Context: an optimization exercise on an open-source flow, tuned for small area. The choices shown serve that exercise and are no tape-out recipe.
RTL that was checked went through simulation tests only; none was proved equivalent to the original.
Only the layout flow was run in runs 4 to 8; the RTL was not checked for function there.

<file path="design/flow/config.mk">
export PLATFORM = sky130hd
export DESIGN_NAME = radar
export DESIGN_NICKNAME = radar
export VERILOG_FILES = /design/flow/design.v
export SDC_FILE = /design/flow/constraint.sdc
export NUM_CORES = 4
export LEC_CHECK = 0
export CAP_MARGIN = 20
export CORE_MARGIN = 2
export CORE_UTILIZATION = 40
export SLEW_MARGIN = 20
</file>
<file path="design/flow/design.v">
`timescale 10ns/1ns
module servo( input clk, input rst, output reg PWM, input [1:0]boton_cambiar_grados );
integer contador;
integer frecuencia;
integer auxContador;
reg C;
always@(posedge clk) begin
if (rst) begin
	PWM<=0;
	contador<=0;
end else begin
PWM<=~boton_cambiar_grados;
	auxContador=auxContador+1;
	if(boton_cambiar_grados==1)
		begin
				contador<= contador +1;                      
				if (contador< 75_000) 
				begin
					PWM <= 1;
				end
				else
				if (contador < 1_900_000)  
				begin
				PWM <= 0;
				end
	end			
	else if(boton_cambiar_grados==2)
		begin
				contador<= contador +1;                      
				if (contador<150_000)  
				begin
					PWM <= 1;
				end
				else
				if (contador < 1_850_000)  
				begin
				PWM <= 0;
				end
	end	
	else if(boton_cambiar_grados==3)
		begin
				contador<= contador +1;                      
				if (contador<240_000)	 
				begin
					PWM <= 1;
				end
				else
				if (contador < 1_800_000)  
				begin
				PWM <= 0;
				end
	end
	if(contador >=2_100_000)  
	begin
		contador <= 0;
	end			
end
end
 endmodule 
module ultrasonido1(input ultra, input clk, input rst, input echo, output reg done, output reg trigger, output reg [15:0] distance);
	parameter divH = 1000; 
	parameter divL = 2000;
	integer countF;
	integer countEcho;
	always @(posedge clk) begin 
		if (rst | ultra) 
		begin 
			countF <= 0;
			trigger <= 0;
		end 
		else 
		begin
			countF <= countF +1;  
			if (countF < divH+1)
				trigger <= 1;
			else
			if (countF < divL+1)
				trigger <= 0;
			else 
				countF <= 0;
		end
	end
	always @(posedge clk) begin
		if (rst) begin
			countEcho <= 0;
			done <= 0;
			distance <= 0;
		end
		else if (echo == 1) begin
			countEcho <= countEcho +1;
			done <= 0;
		end
		else
		begin
			if (echo == 0 & countEcho != 0)	
				distance <= (~countEcho*340)/2000000;
				countEcho <=0;
				done <= 1; 	
		end
	end
endmodule
`timescale 10ns/1ns
 module radar(  input clk, input rst, input echo, input [1:0] boton_cambiar_grados, output done, output trigger,
 output [15:0] distance, output PWM, input ultra);
 servo   servo( .clk (clk), .rst(rst), .PWM(PWM), .boton_cambiar_grados(boton_cambiar_grados));
 ultrasonido1 ultrasonido2( .ultra(ultra), .clk(clk), .rst(rst),  .echo(echo), .done(done), .trigger(trigger),.distance(distance));
 endmodule
</file>
<file path="design/flow/constraint.sdc">
create_clock -name core_clock -period 25.0 [get_ports {clk}]
set_input_delay 5.0000 -clock core_clock [delete_from_list [all_inputs] [get_ports {clk}]]
set_output_delay 5.0000 -clock core_clock [all_outputs]
set_load 0.01 [all_outputs]
</file>
<file path="design/flow/run.sh">
#!/bin/bash
# synth_recipe.tcl (not shown) runs the flow's synth.tcl, then flattens the netlist and writes it again
# the make line also repeats each setting of config.mk as NAME=value (left out here)
make -C /OpenROAD-flow-scripts/flow DESIGN_CONFIG=/design/flow/config.mk WORK_HOME=/design/flow/orfs CLKGATE_MAP_FILE= SYNTH_SCRIPT=/design/flow/synth_recipe.tcl finish
</file>
==> flow_summary.ini, run 1 <==
[floorplanning]
fp-row-count = 82
placeableCoreArea_sq_mm = 0.0501
die_x_um = 229
top_level_ports = 25
dieHeight_um = 229
initial_core_util = 0.405
fp.dieArea_sq_mm = 0.0525

[timing]
worst_slew_pin_tran_ns = 1.06
report.final.slew_viol_count = 0
skew_ns = 0.0143
setup-violations-final = 0
post_route_setup_tns_ns = 0
final_hold_viol_count = 0
timing.final.crit_share = 0.914
hold_slack_ns = 0.459
achievable-frequency_ghz = 0.0437
slew-limit-headroom = 0.288
final.min_clock_period_ns = 22.86
setup_repair_after_global_routing_missed_its_margin = false

[drt]
route.detailed.vias_per_inst = 6.28
drt_first_iter_violations = 1639
final_antenna_net_count = 0
totalWireLength_mm = 66.6
drc = 0
detail_route.wl_per_cell_um = 19.8
vias = 21100
drt_pass1_iterations = 6

[clock_tree]
clock_insertion_delay_worst_skew_ns = 0.41
number_of_clock_buffers_inserted_by_tritoncts = 17
clock_path_buffers = 2
post_cts_hold_buffer_count = 0
post_cts_resize_count = 0
clk_root_buffer_cell = clkbuf_16
cts.sink_count = 115
postCtsSetupBuffers = 0
cts_htree_levels = 4
clkTransAtPathRegs_ns = 0.07
tritoncts_clock_tree = built

[yosys]
ys_warn_count = 2
synth_top_area_cell = dfxtp_1
post-synth-top-area-fraction = 0.113
syn_avg_cell_area_sq_um = 7.45
synth_top_cells_by_area = dfxtp_1 (11%), xnor2_1 (8.0%), ha_1 (6.8%)
number_of_enable_flip_flop_cells_after_synthesis = 0
async_flop_share = 0
synth_seq_area_share = 0.113
synth.lib_cells_used.distinct = 143
yosys_most_used_dff = dfxtp_1
flops_latches_synth = 115
syn-num-nets = 2888
post_synth_instance_area_sq_mm = 0.0203
syn-instance-count = 2725

[worst_setup_path]
setup.worst_path.class = reg2reg
critical_path.startpoint_type = register
timing.critical_path.required_ns = 25.26
timing.critical_path.slowest_cell_delay_ns = 0.85
path_max_fanout = 46
cp_common_cell = nor2_1
worst_ep_arrival_time_ns = 23.12
timing.critical_path.slowest_stage_cell = o21ai_1
critical_path.endpoint_type = register

[status]
run_status = complete, no violations

[cells_and_area]
final_layout_size_suffix_gt1_frac = 0.0817
layout.nets = 2843
fill_count = 5239
antenna_cells_inserted = 0
finish.cell_count_without_fillers = 3365
design_area_sq_mm = 0.0217
area.growth.synth_to_final_pct = 6.89

[placed_design]
place.port_buffers = 24
dp_cells = 3333
place_congestion = 0.933
hpwl_mm = 53.3
dpl_cell_area_sq_mm = 0.0211

[global_routing]
grt_first_pass_wirelength_mm = 108
number_of_antenna_violations_at_the_first_check_in_global_routing = 0
grt_pass1_vias = 20000
largest_net_degree_at_the_start_of_global_routing = 47
grt.overflow.total = 0
global_route.usage.total = 0.245

[min_path]
hold_path_class = reg2reg

[flow_run]
maxCapViolCount = 0
## synthesized netlist by cell type (all sizes together), types with 26 or more instances
cell type,number
xnor2,191
or3,34
ha,111
clkbuf,65
o211ai,35
nand2,196
o21ai,133
and3,44
xor2,84
nor2,315
a31oi,52
o21a,31
inv,172
dfxtp,115
nand4,53
and2,43
a21oi,132
nor4,58
nand2b,29
a21o,28
a211oi,46
fa,46
or2,33
buf,42
o31ai,26
nor3,87
nand3,114
## metal layers
| metal | track usage | part of all wire |
|---|---|---|
| met1 | 0.320 | 0.45 |
| met2 | 0.425 | 0.48 |
| met3 | 0.0245 | 0.052 |
| met4 | 0.0751 | 0.027 |
| met5 | 0 | 0 |
## stage by stage
step / setup WS (ns) / util
after floorplan: 7.72 / -
after global placement: 2.85 / 0.420
after detailed placement: 2.31 / 0.420
after CTS: 2.26 / 0.433
after global routing: 1.03 / 0.433
final: 2.14 / 0.433
## critical path, delay by kind of cell (launching register included)
kind	cells	cell delay, ns
multiplexers	4	1.92
buffers and inverters	3	0.29
XOR/XNOR	3	1.19
AO/OA/AOI/OAI	28	9.75
flip-flops	1	0.46
AND/OR/NAND/NOR	21	6.73
adder cells (fa/ha/maj)	6	2.31
## layout make-up
type                            count  area [sq um]  area share
Inverter                          173           649      0.0299
Clock buffer                       17           425      0.0196
Timing Repair Buffer               43           383      0.0177
Multi-Input combinational cell   2330         16900       0.779
Tap cell                          672           841      0.0388
Sequential cell                   115          2300       0.106
Clock inverter                     15           185     0.00854
## flip-flops by register name (all words and copies together), names as in the netlist
signal	cells
servo.PWM	1
ultrasonido2.trigger	1
ultrasonido2.countEcho	32
ultrasonido2.countF	32
ultrasonido2.done	1
servo.contador	32
ultrasonido2.distance	16
## cells by family (layout without fill, tap and decap cells)
group	after synthesis	count (layout)	synth area share
and+or+nand+nor	1078	1078	0.275
AOI/OAI and AO/OA	787	787	0.303
buffers and inverters	280	248	0.0553
xor gates and xnor gates	275	275	0.122
adders and majority gates	158	158	0.114
DFF	115	115	0.113
muxes	32	32	0.0166
## cells in the final DEF, fill, tap and decap left out, types with 34 or more instances in the layout
master    netlist  routed
a211oi_1       40      39
a21oi_1       122     122
a31oi_1        48      46
and2_1         42      42
and3_1         44      44
dfxtp_1       115     115
fa_1           46      46
ha_1          111     111
inv_1         172     172
nand2_1       187     187
nand3_1       114     114
nand4_1        51      51
nor2_1        307     307
nor3_1         82      82
nor4_1         47      47
o21ai_0        93      93
or3_1          34      34
xnor2_1       185     184
xor2_1         82      82
## worst paths after layout
check                                   end                        from  cells after the start  slack, ns
setup / recovery   ultrasonido2.distance[8]  ultrasonido2.countEcho[18]                     65       2.14
hold reg to reg   ultrasonido2.distance[12]   ultrasonido2.distance[12]                      2       0.46
hold / removal    ultrasonido2.distance[12]   ultrasonido2.distance[12]                      2       0.46
setup reg to reg   ultrasonido2.distance[8]  ultrasonido2.countEcho[18]                     65       2.14
==> inputs of run 2 (changes only) <==
==> design/flow/design.v (replaced) <==
module servo(input clk, input rst, output reg PWM, input [1:0] boton_cambiar_grados);
  reg [21:0] contador;
  wire wrap = contador[21] & contador[11] & contador[9] & contador[8] & contador[5];
  always @(posedge clk) begin
    if (rst) begin
      PWM <= 1'b0;
      contador <= 22'd0;
    end else begin
      case (boton_cambiar_grados)
        2'd0: PWM <= 1'b1;
        2'd1: PWM <= contador < 22'd75_000;
        2'd2: PWM <= (contador < 22'd150_000) | (contador >= 22'd1_850_000);
        2'd3: PWM <= contador < 22'd240_000;
      endcase
      if (wrap)
        contador <= 22'd0;
      else
        contador <= contador + {21'd0, |boton_cambiar_grados};
    end
  end
endmodule
module ultrasonido1(input ultra, input clk, input rst, input echo,
                    output reg done, output reg trigger, output [15:0] distance);
  localparam [9:0] TRIG_X = 10'd209;
  reg  [9:0] tsr;
  wire       tx = (tsr == TRIG_X);
  always @(posedge clk) begin
    if (rst | ultra) begin
      tsr <= TRIG_X;
      trigger <= 1'b0;
    end else begin
      tsr <= {tsr[8:0], tsr[9] ^ tsr[6] ^ tx};
      trigger <= trigger ^ tx;
    end
  end
  localparam [12:0] ECHO_A = 13'h13bb;
  reg  [12:0] esr;
  reg  [9:0]  qn;       
  reg         hi;       
  reg  [9:0]  dreg;     
  reg long_gap;
  always @(*) begin
    case (qn)
      10'd0: long_gap = 1'b0;
      default: begin : m17
        reg [9:0] q;
        q = -qn;
        case (q % 17)
          0, 2, 5, 8, 11, 14: long_gap = 1'b1;
          default: long_gap = 1'b0;
        endcase
      end
    endcase
  end
  wire step = (&esr[12:1]) & (esr[0] ^ long_gap);
  always @(posedge clk) begin
    if (rst | ~echo) begin
      esr <= ECHO_A;
      qn <= 10'd0;
    end else if (step) begin
      esr <= ECHO_A;
      qn <= qn - 10'd1;
    end else begin
      esr <= {esr[11:0], esr[12] ^ esr[3] ^ esr[2] ^ esr[0]};
    end
  end
  always @(posedge clk) begin
    if (rst) begin
      hi <= 1'b0;
      done <= 1'b0;
      dreg <= 10'd0;
    end else begin
      hi <= echo;
      done <= ~echo;
      if (~echo & hi)
        dreg <= qn;
    end
  end
  assign distance = {{6{|dreg}}, dreg};
endmodule
module radar(input clk, input rst, input echo, input [1:0] boton_cambiar_grados,
             output done, output trigger, output [15:0] distance, output PWM, input ultra);
  servo servo (.clk(clk), .rst(rst), .PWM(PWM), .boton_cambiar_grados(boton_cambiar_grados));
  ultrasonido1 ultrasonido2 (.ultra(ultra), .clk(clk), .rst(rst), .echo(echo), .done(done),
                             .trigger(trigger), .distance(distance));
endmodule
==> flow_summary.ini, run 2 <==
[yosys]
post-synth-top-area-fraction = 0.263
ys_warn_count = 2
async_flop_share = 0
yosys_most_used_dff = dfxtp_1
synth_top_cells_by_area = dfxtp_1 (26%), mux2i_1 (5.1%), nor2_1 (4.4%)
flops_latches_synth = 69
syn-num-nets = 673
syn_avg_cell_area_sq_um = 8.01
netlist_top_cells_count = dfxtp_1 (69), nor2_1 (62), nand2_1 (60)
syn-instance-count = 657
synth_most_common_cell = dfxtp_1
number_of_enable_flip_flop_cells_after_synthesis = 0
synth_top_area_cell = dfxtp_1
synth_seq_area_share = 0.263
synth.lib_cells_used.distinct = 91
post_synth_instance_area_sq_mm = 0.00526

[timing]
worst_slew_pin_tran_ns = 0.985
skew_ns = 0.00577
setup-violations-final = 0
report.final.slew_viol_count = 0
setup_ws_ns = 15.02
post_route_setup_tns_ns = 0
setup_repair_after_global_routing_missed_its_margin = false
final.min_clock_period_ns = 9.98
slew-limit-headroom = 0.343
timing.final.crit_share = 0.399
hold_slack_ns = 0.432
achievable-frequency_ghz = 0.100
final_hold_viol_count = 0

[worst_setup_path]
timing.critical_path.required_ns = 25.25
worst_ep_arrival_time_ns = 10.23
critical_path.startpoint_type = register
timing.critical_path.slowest_stage_cell = mux2i_1
r2r.worst_path.cells = 30
crit_end = ultrasonido2.qn[1]
r2r-end = ultrasonido2.qn[1]
crit_start = ultrasonido2.qn[0]
critical_path.endpoint_type = register
cp_common_cell = inv_1
setup.worst_path.class = reg2reg
path_max_fanout = 14
timing.critical_path.slowest_cell_delay_ns = 0.87
reg2reg_slack_ns = 15.02
worstReg2RegStart = ultrasonido2.qn[0]

[drt]
drt_pass1_iterations = 7
final_antenna_net_count = 0
drt_first_iter_violations = 435
drc = 0
totalWireLength_mm = 12.9
route.detailed.vias_per_inst = 5.82
detail_route.wl_per_cell_um = 15.5
vias = 4825

[flow_run]
maxCapViolCount = 0

[cells_and_area]
mostFrequentLayoutCell = dfxtp_1
finish.cell_count_without_fillers = 829
fill_count = 1310
mostFrequentLayoutCells = dfxtp_1 (69), nor2_1 (62), nand2_1 (60), nand3_1 (30), mux2i_1 (27)
layout.nets = 670
antenna_cells_inserted = 0
regMostFlops = servo.contador
layout_top_registers = servo.contador (22), ultrasonido2.esr (13)
final_layout_size_suffix_gt1_frac = 0.0761
largest_reg_flops = 22
area.growth.synth_to_final_pct = 9.56

[global_routing]
number_of_antenna_violations_at_the_first_check_in_global_routing = 0
grt.overflow.total = 0
grt_first_pass_wirelength_mm = 21.4
largest_net_degree_at_the_start_of_global_routing = 24
global_route.usage.total = 0.182
grt_pass1_vias = 4369

[clock_tree]
cts.sink_count = 69
cts_htree_levels = 3
clk_root_buffer_cell = clkbuf_16
post_cts_resize_count = 0
clock_path_buffers = 2
clkTransAtPathRegs_ns = 0.05
number_of_clock_buffers_inserted_by_tritoncts = 9
postCtsSetupBuffers = 0
post_cts_hold_buffer_count = 0
tritoncts_clock_tree = built
clock_insertion_delay_worst_skew_ns = 0.33

[floorplanning]
fp-row-count = 41
placeableCoreArea_sq_mm = 0.0127
dieHeight_um = 119
top_level_ports = 25
die_x_um = 119
fp.dieArea_sq_mm = 0.0141
initial_core_util = 0.414

[placed_design]
dp_cells = 815
pre_cts_ws_ns = 15.10
place_congestion = 0.899
place.port_buffers = 24
hpwl_mm = 9.61

[status]
run_status = complete, no violations

[min_path]
hold_path_class = reg2reg
run 2: changes by cell type in the layout (fill, tap and decap cells not counted), moves of 40 or more:
| cell | change |
|---|---|
| xor2_1 | -60 |
| fa_1 | -46 |
| nand2_1 | -127 |
| o21ai_0 | -72 |
| nand3_1 | -84 |
| ha_1 | -101 |
| dfxtp_1 | -46 |
| a31oi_1 | -40 |
| nor3_1 | -56 |
| xnor2_1 | -161 |
| nor2_1 | -245 |
| a21oi_1 | -97 |
| inv_1 | -152 |
run 2: how the worst min path moves through the flow:
stage                             start                    to  slack, ns  cells after the start
detailed placement  ultrasonido2.tsr[3]   ultrasonido2.tsr[4]       0.42                      1
finish              ultrasonido2.tsr[3]   ultrasonido2.tsr[4]       0.43                      1
global placement    ultrasonido2.tsr[3]   ultrasonido2.tsr[4]       0.42                      1
floorplan           ultrasonido2.tsr[5]   ultrasonido2.tsr[6]       0.40                      1
global route        ultrasonido2.esr[9]  ultrasonido2.esr[10]       0.44                      2
CTS                 ultrasonido2.tsr[3]   ultrasonido2.tsr[4]       0.43                      1
run 2: kinds of logic after synthesis:
logic type	count (synthesis)	synth area share
compound gates	147	0.215
xor+xnor	45	0.0749
fa+ha+maj	10	0.0238
buf+inv	59	0.0585
flops	69	0.263
mux	33	0.0661
simple gates	294	0.299
run 2: area by class of cell:
class	count	area, sq um	area share
sequential	69	1380	0.240
clock inverter	2	10.0	0.00174
multi-input combinational	529	3580	0.621
inverter	20	75.1	0.0130
clock buffer	12	256	0.0445
timing repair buffer	25	248	0.0430
tap	172	215	0.0373
run 2: stage by stage:
| step | instance area (sq um) | utilization |
|---|---|---|
| 2_1_floorplan | 5260 | - |
| 6_report | 5760 | 0.453 |
| 4_1_cts | 5760 | 0.453 |
| 3_3_place_gp | 5500 | 0.432 |
| 3_5_place_dp | 5500 | 0.432 |
| 5_1_grt | 5760 | 0.453 |
run 2: worst max-delay path, delay by kind of cell (launching register included):
family,cells,cell delay [ns]
AOI/OAI and AO/OA,11,4.56
xor gates and xnor gates,2,0.41
adders and majority gates,4,1.22
buffers and inverters,5,0.77
DFF,1,0.60
muxes,2,1.12
and+or+nand+nor,6,1.21
run 2: layer usage:
layer,up-vias,global-route usage,part of all wire
li1,2417,-,-
met1,2245,0.256,0.48
met2,143,0.280,0.46
met3,20,0.0294,0.043
met4,0,0.0632,0.018
met5,-,0,0
==> inputs of run 3 (changes only) <==
--- a/design/flow/config.mk
+++ b/design/flow/config.mk
@@ -7,2 +7,3 @@
 export LEC_CHECK = 0
+export ABC_AREA = 1
 export CAP_MARGIN = 20
==> flow_summary.ini, run 3 <==
[cells_and_area]
antenna_cells_inserted = 0
mostFrequentLayoutCell = nand2_1
mostFrequentLayoutCells = nand2_1 (188), inv_1 (100), nor2_1 (80), dfxtp_1 (69), nand3_1 (59)
finish.cell_count_without_fillers = 919
post-route-util = 0.463
final_layout_size_suffix_gt1_frac = 0.109
layout_top_registers = servo.contador (22), ultrasonido2.esr (13)
largest_reg_flops = 22
area.growth.synth_to_final_pct = 14.5
layout.nets = 784
regMostFlops = servo.contador

[clock_tree]
clkTransAtPathRegs_ns = 0.06
postCtsSetupBuffers = 0
cts.sink_count = 69
cts_htree_levels = 3
post_cts_hold_buffer_count = 0
post_cts_resize_count = 0
tritoncts_clock_tree = built
clk_root_buffer_cell = clkbuf_16
number_of_clock_buffers_inserted_by_tritoncts = 9
clock_path_buffers = 2
clock_insertion_delay_worst_skew_ns = 0.33

[drt]
drt_pass1_iterations = 5
route.detailed.vias_per_inst = 5.10
drc = 0
drt_first_iter_violations = 215
vias = 4690
totalWireLength_mm = 11.1
detail_route.wl_per_cell_um = 12.1
final_antenna_net_count = 0

[yosys]
syn-num-nets = 760
synth_most_common_cell = nand2_1
syn_avg_cell_area_sq_um = 6.45
flops_latches_synth = 69
netlist_top_cells_count = nand2_1 (188), inv_1 (100), nor2_1 (80)
syn-instance-count = 744
ys_warn_count = 2
synth_top_cells_by_area = dfxtp_1 (29%), nand2_1 (15%), inv_1 (7.8%)
synth.lib_cells_used.distinct = 46
post_synth_instance_area_sq_mm = 0.00480
synth_top_area_cell = dfxtp_1
number_of_enable_flip_flop_cells_after_synthesis = 0
post-synth-top-area-fraction = 0.288
async_flop_share = 0
yosys_most_used_dff = dfxtp_1
synth_seq_area_share = 0.288

[global_routing]
grt_first_pass_wirelength_mm = 19.9
grt_pass1_vias = 4491
grt.overflow.total = 0
largest_net_degree_at_the_start_of_global_routing = 21
global_route.usage.total = 0.182
number_of_antenna_violations_at_the_first_check_in_global_routing = 0

[worst_setup_path]
timing.critical_path.slowest_cell_delay_ns = 0.52
setup.worst_path.class = in2reg
timing.critical_path.slowest_stage_cell = clkdlybuf4s50_1
path_delay_family = simple AND/OR/NAND/NOR gates
path_max_fanout = 4
critical_path.startpoint_type = primary input
timing.critical_path.required_ns = 25.24
cp_common_cell = nor2_1
worst-path-buf-inv = 2
cp_cell_instances = clkdlybuf4s50_1, or2_2, ha_1, ha_1, nand2_1, nor2_1, nand3_1, nor2_1, inv_1, nor3_1, nand2_1, nor3_1, nor2_1, a211oi_1
worst_ep_arrival_time_ns = 7.50
critical_path.endpoint_type = register

[placed_design]
place_congestion = 0.881
hpwl_mm = 8.58
dp_cells = 904
place.port_buffers = 24

[floorplanning]
fp-row-count = 40
dieHeight_um = 114
top_level_ports = 25
fp.dieArea_sq_mm = 0.0129
initial_core_util = 0.405
die_x_um = 114
placeableCoreArea_sq_mm = 0.0119

[timing]
achievable-frequency_ghz = 0.138
slew-limit-headroom = 0.411
skew_ns = 0.00625
setup-violations-final = 0
final.min_clock_period_ns = 7.26
worst_slew_pin_tran_ns = 0.872
report.final.slew_viol_count = 0
final_hold_viol_count = 0
timing.final.crit_share = 0.290
post_route_setup_tns_ns = 0
setup_repair_after_global_routing_missed_its_margin = false

[status]
run_status = complete, no violations

[flow_run]
maxCapViolCount = 0

[min_path]
hold_path_class = reg2reg
==> run 3: stage by stage <==
stage | hold slack (ns) | worst slack (ns) | area (sq um)
after floorplan | 0.408 | 18.26 | 4800
after global placement | 0.413 | 17.46 | 5150
after detailed placement | 0.423 | 17.41 | 5150
after CTS | 0.432 | 17.73 | 5490
after global routing | 0.450 | 16.96 | 5500
final | 0.427 | 17.74 | 5500
==> run 3: routing by layer <==
layer  vias to the layer above  track usage  share of wire
met4                         0       0.0626          0.013
met2                        73        0.320           0.50
met1                      2143        0.228           0.46
met5                         -            0              0
met3                        16       0.0266          0.029
li1                       2458            -              -
==> run 3: cell families after synthesis <==
logic type               count (synthesis)  synth area share
flip-flops                              69             0.288
AO/OA/AOI/OAI                           80            0.0975
AND/OR/NAND/NOR                        438             0.443
buffers and inverters                  126             0.106
XOR/XNOR                                21            0.0399
adder cells (fa/ha/maj)                 10            0.0261
==> run 3: worst min-delay path, stage by stage, from the launching register on <==
cell     delay [ns]
dfxtp_1        0.31
inv_1          0.05
nor2_1         0.03
==> run 3: worst paths after layout <==
check                                             start                  end  slack, ns  cells past startpoint
worst max-delay path            boton_cambiar_grados[0]   servo.contador[20]      17.74                     14
worst min-delay path                ultrasonido2.esr[5]  ultrasonido2.esr[6]       0.43                      2
worst max register to register       ultrasonido2.qn[0]  ultrasonido2.esr[7]      17.82                     49
worst min register to register      ultrasonido2.esr[5]  ultrasonido2.esr[6]       0.43                      2
==> run 3: cell type report <==
class | count | area (sq um)
clock inverters | 6 | 111
multi-input cells | 549 | 2920
flip-flops and latches | 69 | 1380
clock buffers | 9 | 225
fillers | 1221 | 6370
repair buffers | 24 | 240
inverters | 115 | 432
well taps | 147 | 184
==> inputs of run 4 (changes only) <==
--- a/design/flow/design.v
+++ b/design/flow/design.v
@@ -2,3 +2,22 @@
   reg [21:0] contador;
+  function lt_const(input [21:0] x, input [21:0] k);
+    integer i;
+    begin
+      lt_const = 1'b0;
+      for (i = 0; i < 22; i = i + 1)
+        lt_const = k[i] ? (~x[i] | lt_const) : (~x[i] & lt_const);
+    end
+  endfunction
   wire wrap = contador[21] & contador[11] & contador[9] & contador[8] & contador[5];
+  wire run  = |boton_cambiar_grados;
+  reg [21:0] inc;
+  reg        carry;
+  integer    i;
+  always @(*) begin
+    carry = run;
+    for (i = 0; i < 22; i = i + 1) begin
+      inc[i] = contador[i] ^ carry;
+      carry  = contador[i] & carry;
+    end
+  end
   always @(posedge clk) begin
@@ -10,10 +29,7 @@
         2'd0: PWM <= 1'b1;
-        2'd1: PWM <= contador < 22'd75_000;
-        2'd2: PWM <= (contador < 22'd150_000) | (contador >= 22'd1_850_000);
-        2'd3: PWM <= contador < 22'd240_000;
+        2'd1: PWM <= lt_const(contador, 22'd75_000);
+        2'd2: PWM <= lt_const(contador, 22'd150_000) | ~lt_const(contador, 22'd1_850_000);
+        2'd3: PWM <= lt_const(contador, 22'd240_000);
       endcase
-      if (wrap)
-        contador <= 22'd0;
-      else
-        contador <= contador + {21'd0, |boton_cambiar_grados};
+      contador <= wrap ? 22'd0 : inc;
     end
@@ -38,2 +54,3 @@
   reg  [9:0]  qn;       
+  reg  [4:0]  ph;
   reg         hi;       
@@ -42,12 +59,5 @@
   always @(*) begin
-    case (qn)
-      10'd0: long_gap = 1'b0;
-      default: begin : m17
-        reg [9:0] q;
-        q = -qn;
-        case (q % 17)
-          0, 2, 5, 8, 11, 14: long_gap = 1'b1;
-          default: long_gap = 1'b0;
-        endcase
-      end
+    case (ph)
+      5'd2, 5'd5, 5'd8, 5'd11, 5'd14, 5'd17: long_gap = 1'b1;
+      default: long_gap = 1'b0;
     endcase
@@ -55,2 +65,19 @@
   wire step = (&esr[12:1]) & (esr[0] ^ long_gap);
+  reg [9:0] dec;
+  reg       borrow;
+  reg [4:0] inc;
+  reg       carry;
+  integer   i;
+  always @(*) begin
+    borrow = 1'b1;
+    for (i = 0; i < 10; i = i + 1) begin
+      dec[i] = qn[i] ^ borrow;
+      borrow = ~qn[i] & borrow;
+    end
+    carry = 1'b1;
+    for (i = 0; i < 5; i = i + 1) begin
+      inc[i] = ph[i] ^ carry;
+      carry = ph[i] & carry;
+    end
+  end
   always @(posedge clk) begin
@@ -59,5 +86,7 @@
       qn <= 10'd0;
+      ph <= 5'd0;
     end else if (step) begin
       esr <= ECHO_A;
-      qn <= qn - 10'd1;
+      qn <= dec;
+      ph <= (ph[4] & ph[0]) ? 5'd1 : inc;    
     end else begin
==> flow_summary.ini, run 4 <==
[cells_and_area]
final_layout_size_suffix_gt1_frac = 0.0873
layout.nets = 460
mostFrequentLayoutCells = dfxtp_1 (74), inv_1 (64), nand2_1 (63), nor2_1 (48), ha_1 (35)
seqCellArea_sq_mm = 0.00148
largest_reg_flops = 22
multiInputGateArea_sq_mm = 0.00146
regMostFlops = servo.contador
antenna_cells_inserted = 0
mostFrequentLayoutCell = dfxtp_1
fill_count = 771
post-route-util = 0.485
layout_top_registers = servo.contador (22), ultrasonido2.esr (13)
area.growth.synth_to_final_pct = 15.8

[placed_design]
hpwl_mm = 3.93
place_congestion = 0.742
place.port_buffers = 24

[clock_tree]
cts.sink_count = 74
number_of_clock_buffers_inserted_by_tritoncts = 9
clock_path_buffers = 2
post_cts_resize_count = 0
post_cts_hold_buffer_count = 0
postCtsSetupBuffers = 0
clkTransAtPathRegs_ns = 0.08
tritoncts_clock_tree = built
clk_root_buffer_cell = clkbuf_8
cts_htree_levels = 3
clock_insertion_delay_worst_skew_ns = 0.34

[global_routing]
grt_pass1_vias = 2176
largest_net_degree_at_the_start_of_global_routing = 20
grt.overflow.total = 0
number_of_antenna_violations_at_the_first_check_in_global_routing = 0
global_route.usage.total = 0.133
grt_first_pass_wirelength_mm = 9.37

[worst_setup_path]
setup.worst_path.class = in2reg
critical_path.endpoint_type = register
worst-path-buf-inv = 2
path_max_fanout = 3
timing.critical_path.required_ns = 25.21
worst_ep_arrival_time_ns = 9.53
crit_start = boton_cambiar_grados[0]
path_delay_family = adder cells
cp_common_cell = ha_1
timing.critical_path.slowest_stage_cell = clkdlybuf4s50_1
critical_path.startpoint_type = primary input
timing.critical_path.slowest_cell_delay_ns = 0.44
worstReg2RegStart = servo.contador[0]

[drt]
drc = 0
totalWireLength_mm = 5.40
drt_pass1_iterations = 4
route.detailed.vias_per_inst = 4.50
vias = 2366
detail_route.wl_per_cell_um = 10.3
drt_first_iter_violations = 37
final_antenna_net_count = 0

[yosys]
number_of_enable_flip_flop_cells_after_synthesis = 0
post-synth-top-area-fraction = 0.453
syn_avg_cell_area_sq_um = 8.26
flops_latches_synth = 74
netlist_top_cells_count = dfxtp_1 (74), inv_1 (64), nand2_1 (63)
post_synth_instance_area_sq_mm = 0.00327
syn-instance-count = 396
synth_top_cells_by_area = dfxtp_1 (45%), ha_1 (13%), inv_1 (7.3%)
synth_top_area_cell = dfxtp_1
async_flop_share = 0
syn-num-nets = 437
synth_seq_area_share = 0.453
ys_warn_count = 2
synth.lib_cells_used.distinct = 34
synth_most_common_cell = dfxtp_1
yosys_most_used_dff = dfxtp_1

[timing]
slew-limit-headroom = 0.602
setup-violations-final = 0
skew_ns = 0.0106
timing.final.crit_share = 0.373
achievable-frequency_ghz = 0.107
report.final.slew_viol_count = 0
post_route_setup_tns_ns = 0
final.min_clock_period_ns = 9.32
setup_repair_after_global_routing_missed_its_margin = false
final_hold_viol_count = 0
worst_slew_pin_tran_ns = 0.593

[floorplanning]
dieHeight_um = 94.4
die_x_um = 94.4
fp.dieArea_sq_mm = 0.00891
placeableCoreArea_sq_mm = 0.00781
initial_core_util = 0.419
top_level_ports = 25
fp-row-count = 32

[flow_run]
maxCapViolCount = 0

[status]
run_status = complete, no violations

[min_path]
worstHoldStart = ultrasonido2.tsr[1]
hold_path_class = reg2reg
run 4: changes by cell type after synthesis, sizes merged, moves of 9 or more:
cell   change
inv       -48
xor2      -16
nor3       -9
nand3     -53
nand4     -32
ha        +25
o21ai     -11
nand2    -146
nor2      -41
run 4: final cells by class:
type	count	share of cell area
clock buffers	10	0.0363
multi-input cells	243	0.385
flip-flops and latches	74	0.391
clock inverters	6	0.0235
repair buffers	25	0.0654
inverters	66	0.0654
well taps	102	0.0337
run 4: logic make-up (layout without fill, tap and decap cells):
logic type | Yosys count | after routing | share of synthesized area
and+or+nand+nor | 155 | 155 | 0.218
DFF | 74 | 74 | 0.453
buffers and inverters | 79 | 107 | 0.101
xor gates and xnor gates | 6 | 6 | 0.0161
AOI/OAI and AO/OA | 47 | 47 | 0.0773
adders and majority gates | 35 | 35 | 0.134
run 4: worst paths after layout:
kind                               to  depth (start not counted)  slack, ns
setup / recovery   servo.contador[21]                         26      15.68
hold / removal    ultrasonido2.tsr[2]                          2       0.42
setup reg to reg   servo.contador[21]                         23      20.61
hold reg to reg   ultrasonido2.tsr[2]                          2       0.42
run 4: metrics by stage:
step           instance area [sq um]  hold slack, ns  setup slack [ns]  instances
6_report                        3790           0.422             15.68        526
5_1_grt                         3790           0.450             15.35        526
4_1_cts                         3790           0.421             15.64        526
3_5_place_dp                    3560           0.418             15.29        510
3_3_place_gp                    3560           0.414             15.37        510
2_1_floorplan                   3270           0.408             16.00        396
run 4: metal layers:
metal / wire length (um) / share of wire / track usage
met1: 2610 / 0.48 / 0.159
met2: 2560 / 0.47 / 0.223
met3: 153 / 0.028 / 0.0311
met4: 79 / 0.015 / 0.0688
met5: 0 / 0 / 0
run 4: worst register-to-register path: cells and delay by family (launching register included):
family | cells | cell delay, ns
flops | 1 | 0.31
xor+xnor | 1 | 0.13
simple gates | 1 | 0.06
fa+ha+maj | 21 | 3.78
==> inputs of run 5 (changes only) <==
==> design/flow/flow/run.sh (new file) <==
#!/bin/bash
# Standard ORFS layout with two changes: the port buffers use the
# smallest buffer cell, and clock tree synthesis inserts no dummy loads.
set -euo pipefail
export BUFFER_PORTS_ARGS="-buffer_cell sky130_fd_sc_hd__buf_1"
export CTS_ARGS="-sink_clustering_enable -repair_clock_nets -dont_use_dummy_load -sink_clustering_size 40 -sink_clustering_max_diameter 300"
bash standard.sh > standard.log 2>&1
==> design/flow/standard.sh (new file) <==
#!/bin/bash
# synth_recipe.tcl (not shown) runs the flow's synth.tcl, then flattens the netlist and writes it again
# the make line also repeats each setting of config.mk as NAME=value (left out here)
make -C /OpenROAD-flow-scripts/flow DESIGN_CONFIG=/design/flow/config.mk WORK_HOME=/design/flow/orfs CLKGATE_MAP_FILE= SYNTH_SCRIPT=/design/flow/synth_recipe.tcl "${@:-finish}"
removed: design/flow/run.sh
==> flow_summary.ini, run 5 <==
[status]
run_status = complete, no violations

[yosys]
synth_most_common_cell = dfxtp_1
ys_warn_count = 2
synth.lib_cells_used.distinct = 34
syn-num-nets = 437
syn-instance-count = 396
async_flop_share = 0
post_synth_instance_area_sq_mm = 0.00327
netlist_top_cells_count = dfxtp_1 (74), inv_1 (64), nand2_1 (63)
synth_top_cells_by_area = dfxtp_1 (45%), ha_1 (13%), inv_1 (7.3%)
syn_avg_cell_area_sq_um = 8.26
yosys_most_used_dff = dfxtp_1
number_of_enable_flip_flop_cells_after_synthesis = 0
flops_latches_synth = 74
synth_top_area_cell = dfxtp_1
post-synth-top-area-fraction = 0.453
synth_seq_area_share = 0.453

[timing]
skew_ns = 0.0308
setup-violations-final = 0
report.final.slew_viol_count = 0
final_hold_viol_count = 0
timing.final.crit_share = 0.359
slew-limit-headroom = 0.618
final.min_clock_period_ns = 8.98
post_route_setup_tns_ns = 0
achievable-frequency_ghz = 0.111
worst_slew_pin_tran_ns = 0.569
setup_repair_after_global_routing_missed_its_margin = false

[global_routing]
largest_net_degree_at_the_start_of_global_routing = 20
global_route.usage.total = 0.132
number_of_antenna_violations_at_the_first_check_in_global_routing = 0
grt_pass1_vias = 2210
grt.overflow.total = 0
grt_first_pass_wirelength_mm = 9.29

[drt]
drt_pass1_iterations = 4
totalWireLength_mm = 5.29
drt_first_iter_violations = 65
final_antenna_net_count = 0
vias = 2362
detail_route.wl_per_cell_um = 10.2
drc = 0
route.detailed.vias_per_inst = 4.55

[worst_setup_path]
r2r.worst_path.cells = 23
critical_path.endpoint_type = register
timing.critical_path.required_ns = 25.20
critical_path.startpoint_type = primary input
setup.worst_path.class = in2reg
worstReg2RegStart = servo.contador[0]
path_max_fanout = 3
worst_ep_arrival_time_ns = 9.18
reg2reg_slack_ns = 20.62
r2r-end = servo.contador[21]

[placed_design]
dp_cells = 510
place.port_buffers = 24
place_congestion = 0.725
hpwl_mm = 3.84

[clock_tree]
cts_htree_levels = 3
clk_root_buffer_cell = clkbuf_8
cts.sink_count = 74
clock_insertion_delay_worst_skew_ns = 0.34
postCtsSetupBuffers = 0
clkTransAtPathRegs_ns = 0.08
post_cts_resize_count = 0
number_of_clock_buffers_inserted_by_tritoncts = 9
clock_path_buffers = 2
post_cts_hold_buffer_count = 0
tritoncts_clock_tree = built

[min_path]
worstHoldStart = ultrasonido2.tsr[1]
whs_path_depth = 2
min_delay_worst_endpoint = ultrasonido2.tsr[2]
hold_path_class = reg2reg

[floorplanning]
initial_core_util = 0.419
die_x_um = 94.4
top_level_ports = 25
placeableCoreArea_sq_mm = 0.00781
fp.dieArea_sq_mm = 0.00891
fp-row-count = 32
dieHeight_um = 94.4

[cells_and_area]
multiInputGateArea_sq_mm = 0.00146
area.growth.synth_to_final_pct = 8.11
mostFrequentLayoutCell = dfxtp_1
antenna_cells_inserted = 0
mostFrequentLayoutCells = dfxtp_1 (74), inv_1 (64), nand2_1 (63), nor2_1 (48), ha_1 (35)
layout_top_registers = servo.contador (22), ultrasonido2.esr (13)
regMostFlops = servo.contador
layout.nets = 460
fill_count = 810
seqCellArea_sq_mm = 0.00148
largest_reg_flops = 22
final_layout_size_suffix_gt1_frac = 0.0719
finish.cell_count_without_fillers = 519

[flow_run]
maxCapViolCount = 0
[run 5: metrics by stage]
stage	util	area (sq um)	hold WS, ns	setup slack, ns
final	0.453	3530	0.416	16.02
after global routing	0.453	3530	0.441	15.76
after CTS	0.453	3530	0.419	16.00
after detailed placement	0.437	3410	0.416	15.65
after global placement	0.437	3410	0.418	15.73
after floorplan	-	3270	0.408	16.00
[run 5: worst max-delay path by stage]
stage | start | cells after the start | to
3_3_place_gp | boton_cambiar_grados[0] | 26 | servo.contador[21]
4_1_cts | boton_cambiar_grados[0] | 26 | servo.contador[21]
3_5_place_dp | boton_cambiar_grados[0] | 26 | servo.contador[21]
6_report | boton_cambiar_grados[0] | 26 | servo.contador[21]
5_1_grt | boton_cambiar_grados[0] | 26 | servo.contador[21]
2_1_floorplan | boton_cambiar_grados[0] | 25 | servo.contador[21]
[run 5: routing by layer]
metal / routed length [um] / global-route usage / part of all wire / vias to the layer above
met3: 158 / 0.0431 / 0.030 / 9
met2: 2460 / 0.222 / 0.46 / 19
met1: 2580 / 0.157 / 0.49 / 1059
met5: 0 / 0 / 0 / -
li1: - / - / - / 1275
met4: 90 / 0.0543 / 0.017 / 0
[run 5: worst max-delay path, cell delays in order]
cell and delay, ns:
buf_1 0.10, inv_1 0.07, nand2_1 0.05, ha_1 0.18
ha_1 0.18, ha_1 0.19, ha_1 0.19, ha_1 0.18
ha_1 0.18, ha_1 0.18, ha_1 0.18, ha_1 0.18
ha_1 0.18, ha_1 0.18, ha_1 0.18, ha_1 0.18
ha_1 0.18, ha_1 0.17, ha_1 0.17, ha_1 0.18
ha_1 0.18, ha_1 0.17, ha_1 0.18, ha_1 0.19
xnor2_1 0.14, nor2_1 0.06
[run 5: cell families after synthesis]
| kind of cell | count (synthesis) | share of synthesized area |
|---|---|---|
| AO/OA/AOI/OAI | 47 | 0.0773 |
| XOR/XNOR | 6 | 0.0161 |
| adder cells (fa/ha/maj) | 35 | 0.134 |
| buffers and inverters | 79 | 0.101 |
| flip-flops | 74 | 0.453 |
| AND/OR/NAND/NOR | 155 | 0.218 |
[run 5: area by class of cell]
type,count,area share
Tap cell,102,0.0361
Timing Repair Buffer,25,0.0276
Sequential cell,74,0.419
Multi-Input combinational cell,243,0.412
Inverter,66,0.0701
Clock buffer,9,0.0350
==> inputs of run 6 (changes only) <==
==> design/flow/flow/run.sh (replaced) <==
#!/bin/bash
# Standard ORFS layout with two changes: the port buffers use the
# smallest buffer cell, and clock tree synthesis inserts no dummy loads.
set -euo pipefail
export BUFFER_PORTS_ARGS="-buffer_cell sky130_fd_sc_hd__buf_1"
export CTS_ARGS="-sink_clustering_enable -repair_clock_nets -dont_use_dummy_load"
bash standard.sh > standard.log 2>&1
==> flow_summary.ini, run 6 <==
[timing]
skew_ns = 0.0308
setup_repair_after_global_routing_missed_its_margin = false
final.min_clock_period_ns = 8.98
report.final.slew_viol_count = 0
post_route_setup_tns_ns = 0
worst_slew_pin_tran_ns = 0.569
achievable-frequency_ghz = 0.111
setup-violations-final = 0
final_hold_viol_count = 0
timing.final.crit_share = 0.359
slew-limit-headroom = 0.618

[cells_and_area]
area.growth.synth_to_final_pct = 8.11
largest_reg_flops = 22
layout.nets = 460
mostFrequentLayoutCell = dfxtp_1
layout_top_registers = servo.contador (22), ultrasonido2.esr (13)
regMostFlops = servo.contador
post-route-util = 0.453
final_layout_size_suffix_gt1_frac = 0.0719
fill_count = 810
antenna_cells_inserted = 0
mostFrequentLayoutCells = dfxtp_1 (74), inv_1 (64), nand2_1 (63), nor2_1 (48), ha_1 (35)

[worst_setup_path]
timing.critical_path.slowest_cell_delay_ns = 0.19
cp_common_cell = ha_1
critical_path.startpoint_type = primary input
critical_path.endpoint_type = register
setup.worst_path.class = in2reg
timing.critical_path.slowest_stage_cell = ha_1
worst-path-buf-inv = 2
worst_ep_arrival_time_ns = 9.18
path_delay_family = adder cells
timing.critical_path.required_ns = 25.20
path_max_fanout = 3

[yosys]
synth.area.mux_share = 0
async_flop_share = 0
synth.lib_cells_used.distinct = 34
synth_most_common_cell = dfxtp_1
synthXorXnorAreaFrac = 0.0161
post_synth_instance_area_sq_mm = 0.00327
yosys.area_share.simple = 0.218
synth_top_area_cell = dfxtp_1
synth_seq_area_share = 0.453
syn_avg_cell_area_sq_um = 8.26
syn-instance-count = 396
syn-num-nets = 437
ys_warn_count = 2
post-synth-top-area-fraction = 0.453
number_of_enable_flip_flop_cells_after_synthesis = 0
combinational_family_with_the_most_area_after_synthesis = simple AND/OR/NAND/NOR gates
synth_compound_area_frac = 0.0773
netlist_top_cells_count = dfxtp_1 (74), inv_1 (64), nand2_1 (63)
flops_latches_synth = 74
synthAdderAreaFrac = 0.134
synth_top_cells_by_area = dfxtp_1 (45%), ha_1 (13%), inv_1 (7.3%)
yosys_most_used_dff = dfxtp_1

[status]
run_status = complete, no violations

[drt]
route.detailed.vias_per_inst = 4.55
totalWireLength_mm = 5.29
drt_first_iter_violations = 65
detail_route.wl_per_cell_um = 10.2
drt_pass1_iterations = 4
vias = 2362
final_antenna_net_count = 0
drc = 0

[clock_tree]
cts.sink_count = 74
clkTransAtPathRegs_ns = 0.08
postCtsSetupBuffers = 0
number_of_clock_buffers_inserted_by_tritoncts = 9
clock_path_buffers = 2
post_cts_hold_buffer_count = 0
tritoncts_clock_tree = built
post_cts_resize_count = 0
clk_root_buffer_cell = clkbuf_8
cts_htree_levels = 3
clock_insertion_delay_worst_skew_ns = 0.34

[global_routing]
largest_net_degree_at_the_start_of_global_routing = 20
grt_first_pass_wirelength_mm = 9.29
grt_pass1_vias = 2210
number_of_antenna_violations_at_the_first_check_in_global_routing = 0
global_route.usage.total = 0.132
grt.overflow.total = 0

[floorplanning]
dieHeight_um = 94.4
initial_core_util = 0.419
placeableCoreArea_sq_mm = 0.00781
top_level_ports = 25
die_x_um = 94.4
fp-row-count = 32
fp.dieArea_sq_mm = 0.00891

[flow_run]
maxCapViolCount = 0

[placed_design]
place_congestion = 0.725
place.port_buffers = 24
hpwl_mm = 3.84

[min_path]
hold_path_class = reg2reg
run 6: cell counts in the layout (fill, tap and decap cells not counted):
No cell type changed its count.
run 6: metal layers:
layer | up-vias | global-route usage | routed length (um)
li1 | 1275 | - | -
met1 | 1059 | 0.157 | 2580
met2 | 19 | 0.222 | 2460
met3 | 9 | 0.0431 | 158
met4 | 0 | 0.0543 | 90
met5 | - | 0 | 0
run 6: final cells by class:
cell class / instances / area [sq um] / share of cell area
tap: 102 / 128 / 0.0361
clock buffer: 9 / 124 / 0.0350
multi-input combinational: 243 / 1460 / 0.412
timing repair buffer: 25 / 97.6 / 0.0276
inverter: 66 / 248 / 0.0701
sequential: 74 / 1480 / 0.419
run 6: cell families (layout without fill, tap and decap cells):
family | count (synthesis) | in the layout
buffers and inverters | 79 | 100
AOI/OAI and AO/OA | 47 | 47
adders and majority gates | 35 | 35
DFF | 74 | 74
and+or+nand+nor | 155 | 155
xor gates and xnor gates | 6 | 6
run 6: worst reg2reg max path: stages, from the launching register on:
cell and delay (ns):
dfxtp_1 0.30, ha_1 0.19, ha_1 0.18, ha_1 0.19, ha_1 0.19, ha_1 0.18, ha_1 0.18, ha_1 0.18
ha_1 0.18, ha_1 0.18, ha_1 0.18, ha_1 0.18, ha_1 0.18, ha_1 0.18, ha_1 0.18, ha_1 0.17
ha_1 0.17, ha_1 0.18, ha_1 0.18, ha_1 0.17, ha_1 0.18, ha_1 0.19, xnor2_1 0.14, nor2_1 0.06
run 6: stage by stage:
stage | setup WS (ns) | area, sq um | std cells | hold slack [ns]
2_1_floorplan | 16.00 | 3270 | 396 | 0.408
3_3_place_gp | 15.73 | 3410 | 510 | 0.418
3_5_place_dp | 15.65 | 3410 | 510 | 0.416
4_1_cts | 16.00 | 3530 | 519 | 0.419
5_1_grt | 15.76 | 3530 | 519 | 0.441
6_report | 16.02 | 3530 | 519 | 0.416
run 6: final timing paths:
path                                               from             endpoint  slack, ns  cells past startpoint
worst max register to register        servo.contador[0]   servo.contador[21]      20.62                     23
worst max-delay path            boton_cambiar_grados[0]   servo.contador[21]      16.02                     26
worst min register to register      ultrasonido2.tsr[1]  ultrasonido2.tsr[2]       0.42                      2
worst min-delay path                ultrasonido2.tsr[1]  ultrasonido2.tsr[2]       0.42                      2
==> inputs of run 7 (changes only) <==
--- a/design/flow/flow/run.sh
+++ b/design/flow/flow/run.sh
@@ -5,3 +5,3 @@
 export BUFFER_PORTS_ARGS="-buffer_cell sky130_fd_sc_hd__buf_1"
-export CTS_ARGS="-sink_clustering_enable -repair_clock_nets -dont_use_dummy_load"
+export CTS_ARGS="-sink_clustering_enable -repair_clock_nets -dont_use_dummy_load -buf_list sky130_fd_sc_hd__clkbuf_16 -root_buf sky130_fd_sc_hd__clkbuf_16 -sink_clustering_size 80 -sink_clustering_max_diameter 500"
 bash standard.sh > standard.log 2>&1
==> flow_summary.ini, run 7 <==
[clock_tree]
clkTransAtPathRegs_ns = 0.06
clock_path_buffers = 2
number_of_clock_buffers_inserted_by_tritoncts = 9
clock_insertion_delay_worst_skew_ns = 0.33
clk_root_buffer_cell = clkbuf_16
cts.sink_count = 74
cts_htree_levels = 3
postCtsSetupBuffers = 0
post_cts_resize_count = 0
tritoncts_clock_tree = built
post_cts_hold_buffer_count = 0

[placed_design]
hpwl_mm = 3.84
place.port_buffers = 24
place_congestion = 0.725
dpl_cell_area_sq_mm = 0.00341
dp_cells = 510

[yosys]
synth_compound_area_frac = 0.0773
post-synth-top-area-fraction = 0.453
syn_avg_cell_area_sq_um = 8.26
synthAdderAreaFrac = 0.134
yosys.area_share.simple = 0.218
combinational_family_with_the_most_area_after_synthesis = simple AND/OR/NAND/NOR gates
synthXorXnorAreaFrac = 0.0161
yosys_most_used_dff = dfxtp_1
async_flop_share = 0
syn-instance-count = 396
synth_seq_area_share = 0.453
netlist_top_cells_count = dfxtp_1 (74), inv_1 (64), nand2_1 (63)
synth_top_cells_by_area = dfxtp_1 (45%), ha_1 (13%), inv_1 (7.3%)
ys_warn_count = 2
synth_most_common_cell = dfxtp_1
post_synth_instance_area_sq_mm = 0.00327
syn-num-nets = 437
synth.lib_cells_used.distinct = 34
synth_top_area_cell = dfxtp_1
flops_latches_synth = 74
number_of_enable_flip_flop_cells_after_synthesis = 0
synth.area.mux_share = 0

[global_routing]
largest_net_degree_at_the_start_of_global_routing = 20
global_route.usage.total = 0.137
grt.overflow.total = 0
number_of_antenna_violations_at_the_first_check_in_global_routing = 0
grt_first_pass_wirelength_mm = 9.49
grt_pass1_vias = 2236

[drt]
dr_wl_met2_mm = 2.55
wl_met1_mm = 2.56
met3WireLength_um = 120
drc = 0
route.detailed.vias_per_inst = 4.59
detail_route.wl_per_cell_um = 10.3
route.top_layer_used = met4
vias = 2382
totalWireLength_mm = 5.34
drt_first_iter_violations = 65
drt_pass1_iterations = 4
final_antenna_net_count = 0

[cells_and_area]
final_layout_size_suffix_gt1_frac = 0.0719
antenna_cells_inserted = 0
mostFrequentLayoutCell = dfxtp_1
design_area_sq_mm = 0.00364
layout_top_registers = servo.contador (22), ultrasonido2.esr (13)
fill_count = 794
area.growth.synth_to_final_pct = 11.2
mostFrequentLayoutCells = dfxtp_1 (74), inv_1 (64), nand2_1 (63), nor2_1 (48), ha_1 (35)
finish.cell_count_without_fillers = 519
layout.nets = 460
largest_reg_flops = 22
regMostFlops = servo.contador

[status]
run_status = complete, no violations

[worst_setup_path]
critical_path.startpoint_type = primary input
path_max_fanout = 3
crit_start = boton_cambiar_grados[0]
worstReg2RegStart = servo.contador[0]
cp_common_cell = ha_1
worst_ep_arrival_time_ns = 9.18
timing.critical_path.required_ns = 25.19
timing.critical_path.slowest_cell_delay_ns = 0.19
timing.critical_path.slowest_stage_cell = ha_1
r2r.worst_path.cells = 23
setup.worst_path.class = in2reg
critical_path.endpoint_type = register

[min_path]
worstHoldStart = ultrasonido2.tsr[1]
whs_path_depth = 2
hold_path_class = reg2reg

[floorplanning]
fp-row-count = 32
initial_core_util = 0.419
placeableCoreArea_sq_mm = 0.00781
top_level_ports = 25
fp.dieArea_sq_mm = 0.00891
die_x_um = 94.4
dieHeight_um = 94.4

[timing]
report.final.slew_viol_count = 0
achievable-frequency_ghz = 0.111
post_route_setup_tns_ns = 0
final_hold_viol_count = 0
setup_repair_after_global_routing_missed_its_margin = false
timing.final.crit_share = 0.360
worst_slew_pin_tran_ns = 0.564
final.min_clock_period_ns = 8.99
setup-violations-final = 0
skew_ns = 0.0199
slew-limit-headroom = 0.621

[flow_run]
maxCapViolCount = 0
run 7: cell counts after synthesis:
No cell type changed its count.
run 7: final timing paths:
check	end	slack, ns
worst max-delay path	servo.contador[21]	16.01
worst min-delay path	ultrasonido2.tsr[2]	0.42
worst max register to register	servo.contador[21]	20.62
worst min register to register	ultrasonido2.tsr[2]	0.42
run 7: final cells by class:
class	count	area (sq um)	share of cell area
Sequential cell	74	1480	0.407
Multi-Input combinational cell	243	1460	0.401
Inverter	66	248	0.0681
Clock buffer	9	225	0.0619
Tap cell	102	128	0.0351
Timing Repair Buffer	25	97.6	0.0268
run 7: critical path, delay by kind of cell:
family                     cells  cell delay (ns)
and+or+nand+nor                2             0.11
buffers and inverters          2             0.17
adders and majority gates     21             3.78
xor gates and xnor gates       1             0.14
run 7: routing by layer:
metal | up-vias | GRT usage
met2 | 20 | 0.228
li1 | 1278 | -
met3 | 9 | 0.0335
met1 | 1075 | 0.160
met4 | 0 | 0.0797
met5 | - | 0
run 7: cells by family (layout without fill, tap and decap cells):
group | count (synthesis) | count (layout)
AOI/OAI and AO/OA | 47 | 47
xor gates and xnor gates | 6 | 6
adders and majority gates | 35 | 35
buffers and inverters | 79 | 100
DFF | 74 | 74
and+or+nand+nor | 155 | 155
run 7: per-stage QoR:
step                hold slack, ns  utilization  worst slack [ns]
finish                       0.422        0.466             16.01
global route                 0.442        0.466             15.73
CTS                          0.425        0.466             15.98
detailed placement           0.416        0.437             15.65
global placement             0.418        0.437             15.73
floorplan                    0.408            -             16.00
==> inputs of run 8 (changes only) <==
--- a/design/flow/design.v
+++ b/design/flow/design.v
@@ -1,4 +1,9 @@
 module servo(input clk, input rst, output reg PWM, input [1:0] boton_cambiar_grados);
-  reg [21:0] contador;
-  function lt_const(input [21:0] x, input [21:0] k);
+  reg [12:0] lo;
+  reg [8:0]  hi;
+  wire run    = |boton_cambiar_grados;
+  wire lo_top = lo[12] & lo[9] & lo[8] & lo[7] & lo[2] & lo[1] & lo[0];
+  wire wrap   = hi[8] & hi[7] & hi[5] & hi[2];      
+  wire hi_run = run & lo_top;
+  function lt_const(input [8:0] x, input [8:0] k);
     integer i;
@@ -6,3 +11,3 @@
       lt_const = 1'b0;
-      for (i = 0; i < 22; i = i + 1)
+      for (i = 0; i < 9; i = i + 1)
         lt_const = k[i] ? (~x[i] | lt_const) : (~x[i] & lt_const);
@@ -10,12 +15,16 @@
   endfunction
-  wire wrap = contador[21] & contador[11] & contador[9] & contador[8] & contador[5];
-  wire run  = |boton_cambiar_grados;
-  reg [21:0] inc;
-  reg        carry;
+  reg [12:0] lo_inc;
+  reg [8:0]  hi_inc;
+  reg        c;
   integer    i;
   always @(*) begin
-    carry = run;
-    for (i = 0; i < 22; i = i + 1) begin
-      inc[i] = contador[i] ^ carry;
-      carry  = contador[i] & carry;
+    c = 1'b1;
+    for (i = 0; i < 13; i = i + 1) begin
+      lo_inc[i] = lo[i] ^ c;
+      c = lo[i] & c;
+    end
+    c = 1'b1;
+    for (i = 0; i < 9; i = i + 1) begin
+      hi_inc[i] = hi[i] ^ c;
+      c = hi[i] & c;
     end
@@ -25,3 +34,4 @@
       PWM <= 1'b0;
-      contador <= 22'd0;
+      lo <= 13'd0;
+      hi <= 9'd0;
     end else begin
@@ -29,7 +39,14 @@
         2'd0: PWM <= 1'b1;
-        2'd1: PWM <= lt_const(contador, 22'd75_000);
-        2'd2: PWM <= lt_const(contador, 22'd150_000) | ~lt_const(contador, 22'd1_850_000);
-        2'd3: PWM <= lt_const(contador, 22'd240_000);
+        2'd1: PWM <= lt_const(hi, 9'd15);                             
+        2'd2: PWM <= lt_const(hi, 9'd30) | ~lt_const(hi, 9'd370);     
+        2'd3: PWM <= lt_const(hi, 9'd48);                             
       endcase
-      contador <= wrap ? 22'd0 : inc;
+      if (wrap) begin
+        lo <= 13'd0;
+        hi <= 9'd0;
+      end else if (run) begin
+        lo <= lo_top ? 13'd0 : lo_inc;
+        if (lo_top)
+          hi <= hi_inc;
+      end
     end
==> design/flow/run.sh (new file) <==
#!/bin/bash
# synth_recipe.tcl (not shown) runs the flow's synth.tcl, then flattens the netlist and writes it again
# the make line also repeats each setting of config.mk as NAME=value (left out here)
make -C /OpenROAD-flow-scripts/flow DESIGN_CONFIG=/design/flow/config.mk WORK_HOME=/design/flow/orfs CLKGATE_MAP_FILE= SYNTH_SCRIPT=/design/flow/synth_recipe.tcl finish
removed: design/flow/flow/run.sh
removed: design/flow/standard.sh
==> flow_summary.ini, run 8 <==
[timing]
slew-limit-headroom = 0.438
post_route_setup_tns_ns = 0
achievable-frequency_ghz = 0.148
setup-violations-final = 0
setup_repair_after_global_routing_missed_its_margin = false
setup_ws_ns = 18.24
final.min_clock_period_ns = 6.76
report.final.slew_viol_count = 0
hold_slack_ns = 0.428
worst_slew_pin_tran_ns = 0.839
skew_ns = 0.00933
timing.final.crit_share = 0.270
final_hold_viol_count = 0

[yosys]
synth.lib_cells_used.distinct = 30
number_of_enable_flip_flop_cells_after_synthesis = 0
flops_latches_synth = 74
syn-instance-count = 407
netlist_top_cells_count = dfxtp_1 (74), nand2_1 (56), inv_1 (54)
yosys_most_used_dff = dfxtp_1
post_synth_instance_area_sq_mm = 0.00334
syn_avg_cell_area_sq_um = 8.20
post-synth-top-area-fraction = 0.444
synth_top_cells_by_area = dfxtp_1 (44%), ha_1 (12%), nand2_1 (6.3%)
ys_warn_count = 2
synth_seq_area_share = 0.444
synth_top_area_cell = dfxtp_1
synth_most_common_cell = dfxtp_1
syn-num-nets = 446
async_flop_share = 0

[placed_design]
pre_cts_ws_ns = 18.02
dp_cells = 520
hpwl_mm = 4.03
dpl_cell_area_sq_mm = 0.00361
place_congestion = 0.735
place.port_buffers = 24

[floorplanning]
fp.dieArea_sq_mm = 0.00909
die_x_um = 95.3
initial_core_util = 0.410
fp-row-count = 33
placeableCoreArea_sq_mm = 0.00813
top_level_ports = 25
dieHeight_um = 95.3

[clock_tree]
tritoncts_clock_tree = built
post_cts_resize_count = 0
post_cts_hold_buffer_count = 0
clock_path_buffers = 2
number_of_clock_buffers_inserted_by_tritoncts = 9
cts_htree_levels = 3
clkTransAtPathRegs_ns = 0.08
postCtsSetupBuffers = 0
clk_root_buffer_cell = clkbuf_8
clock_insertion_delay_worst_skew_ns = 0.35
cts.sink_count = 74

[worst_setup_path]
reg2reg_slack_ns = 22.06
worstReg2RegStart = servo.lo[0]
worst_ep_arrival_time_ns = 1.76
critical_path.endpoint_type = output pin
timing.critical_path.required_ns = 20.00
critical_path.startpoint_type = register
timing.critical_path.slowest_cell_delay_ns = 0.53
timing.critical_path.slowest_stage_cell = clkdlybuf4s50_1
path_delay_family = simple AND/OR/NAND/NOR gates
path_max_fanout = 6
r2r-end = servo.lo[12]
r2r.worst_path.cells = 14
cp_cell_instances = nor4_1, nand3_1, clkdlybuf4s50_1
setup.worst_path.class = reg2out
worst-path-buf-inv = 1

[cells_and_area]
antenna_cells_inserted = 0
mostFrequentLayoutCell = dfxtp_1
area.growth.synth_to_final_pct = 14.7
finish.cell_count_without_fillers = 536
design_area_sq_mm = 0.00383
final_layout_size_suffix_gt1_frac = 0.0905
layout_top_registers = servo.lo (13), ultrasonido2.esr (13)
mostFrequentLayoutCells = dfxtp_1 (74), nand2_1 (56), inv_1 (54), nor2_1 (51), o21ai_0 (35)
layout.nets = 465
fill_count = 820
post-route-util = 0.470

[min_path]
hold_path_class = reg2reg
whs_path_depth = 2
min_delay_worst_endpoint = ultrasonido2.tsr[2]
worstHoldStart = ultrasonido2.tsr[1]

[global_routing]
number_of_antenna_violations_at_the_first_check_in_global_routing = 0
grt_first_pass_wirelength_mm = 9.82
global_route.usage.total = 0.140
grt_pass1_vias = 2311
largest_net_degree_at_the_start_of_global_routing = 24
grt.overflow.total = 0

[drt]
totalWireLength_mm = 5.65
drt_pass1_iterations = 6
vias = 2485
route.detailed.vias_per_inst = 4.64
drc = 0
final_antenna_net_count = 0
drt_first_iter_violations = 76
detail_route.wl_per_cell_um = 10.5

[status]
run_status = complete, no violations

[flow_run]
maxCapViolCount = 0
## run 8: changes by cell type after synthesis, moves of 3 or more
cell	delta
a21oi_1	+5
a21oi_2	-3
clkbuf_1	+3
inv_1	-10
nand2_1	-7
nand3_1	-4
nand4_1	+7
nor2_1	+4
o21ai_0	+20
or2_1	-4
or2_2	+3
## run 8: metal layers
layer	vias to the layer above	wire length (um)	GRT usage
li1	1346	-	-
met1	1100	2750	0.163
met2	27	2560	0.234
met3	12	189	0.0340
met4	0	147	0.0833
met5	-	0	0
## run 8: kinds of logic (layout without fill, tap and decap cells)
family / after synthesis / in the layout / synth area share
AOI/OAI and AO/OA: 69 / 69 / 0.105
and+or+nand+nor: 151 / 151 / 0.217
xor gates and xnor gates: 7 / 7 / 0.0184
buffers and inverters: 73 / 97 / 0.0926
adders and majority gates: 33 / 33 / 0.124
DFF: 74 / 74 / 0.444
## run 8: how the worst max path moves through the flow
stage	start	endpoint	slack [ns]	cells past startpoint
finish	ultrasonido2.dreg[1]	distance[15]	18.24	3
floorplan	ultrasonido2.dreg[1]	distance[11]	18.95	3
CTS	ultrasonido2.dreg[1]	distance[15]	18.23	3
global route	ultrasonido2.dreg[2]	distance[15]	18.14	3
detailed placement	rst	ultrasonido2.ph[2]	18.02	6
global placement	rst	ultrasonido2.ph[1]	18.10	6
## run 8: final cells by class
| cell class | count | area, sq um | area share |
|---|---|---|---|
| Clock buffer | 10 | 138 | 0.0360 |
| Clock inverter | 6 | 72.6 | 0.0190 |
| Inverter | 57 | 214 | 0.0559 |
| Multi-Input combinational cell | 260 | 1550 | 0.405 |
| Sequential cell | 74 | 1480 | 0.387 |
| Tap cell | 105 | 131 | 0.0343 |
| Timing Repair Buffer | 24 | 240 | 0.0628 |
## run 8: worst reg2reg max path: cells and delay by family (launching register included)
kind | cells | cell delay (ns)
adders and majority gates | 11 | 2.21
DFF | 1 | 0.34
and+or+nand+nor | 2 | 0.14
xor gates and xnor gates | 1 | 0.15

[static timing again, ports no longer ideal]
The results above use ideal ports. As a check the final layouts listed here were re-extracted and re-timed, cells and wires unchanged. Step 1 sets driving cells, clkbuf_16 on the clock port and buf_2 on the other inputs (assumed; they add their load-dependent delay and slew). Step 2 times the ports against the registers' clock, not the clock port: input delays grow and output delays shrink by t, the midpoint of the rising clock arrivals with the driver on. Three values: ideal ports, drivers, drivers and shift; two values: the first two.
| run | t, ns | setup WS [ns] | worst hold slack (ns) | worst register clock-pin slew, ns |
|---|---|---|---|---|
| run 1 | 0.453 | 2.140 / 2.140 / 2.140 | 0.459 / 0.459 / 0.459 | 0.07 / 0.07 |
| run 2 | 0.356 | 15.020 / 15.020 / 15.020 | 0.432 / 0.432 / 0.432 | 0.05 / 0.05 |
| run 3 | 0.355 | 17.741 / 17.750 / 17.394 | 0.427 / 0.427 / 0.427 | 0.06 / 0.06 |
| run 4 | 0.362 | 15.677 / 15.685 / 15.322 | 0.422 / 0.422 / 0.422 | 0.08 / 0.08 |
| run 5 | 0.354 | 16.019 / 16.030 / 15.677 | 0.416 / 0.416 / 0.416 | 0.08 / 0.08 |
| run 6 | 0.354 | 16.019 / 16.030 / 15.677 | 0.416 / 0.416 / 0.416 | 0.08 / 0.08 |
| run 7 | 0.351 | 16.008 / 16.022 / 15.671 | 0.422 / 0.422 / 0.422 | 0.06 / 0.06 |
| run 8 | 0.378 | 18.244 / 18.213 / 18.074 | 0.428 / 0.428 / 0.428 | 0.08 / 0.08 |
After both steps setup and hold are still met in every run listed. For run 4, which loses most, drivers alone change the setup slack by +0.008 ns; drivers and shift together by -0.355 ns.
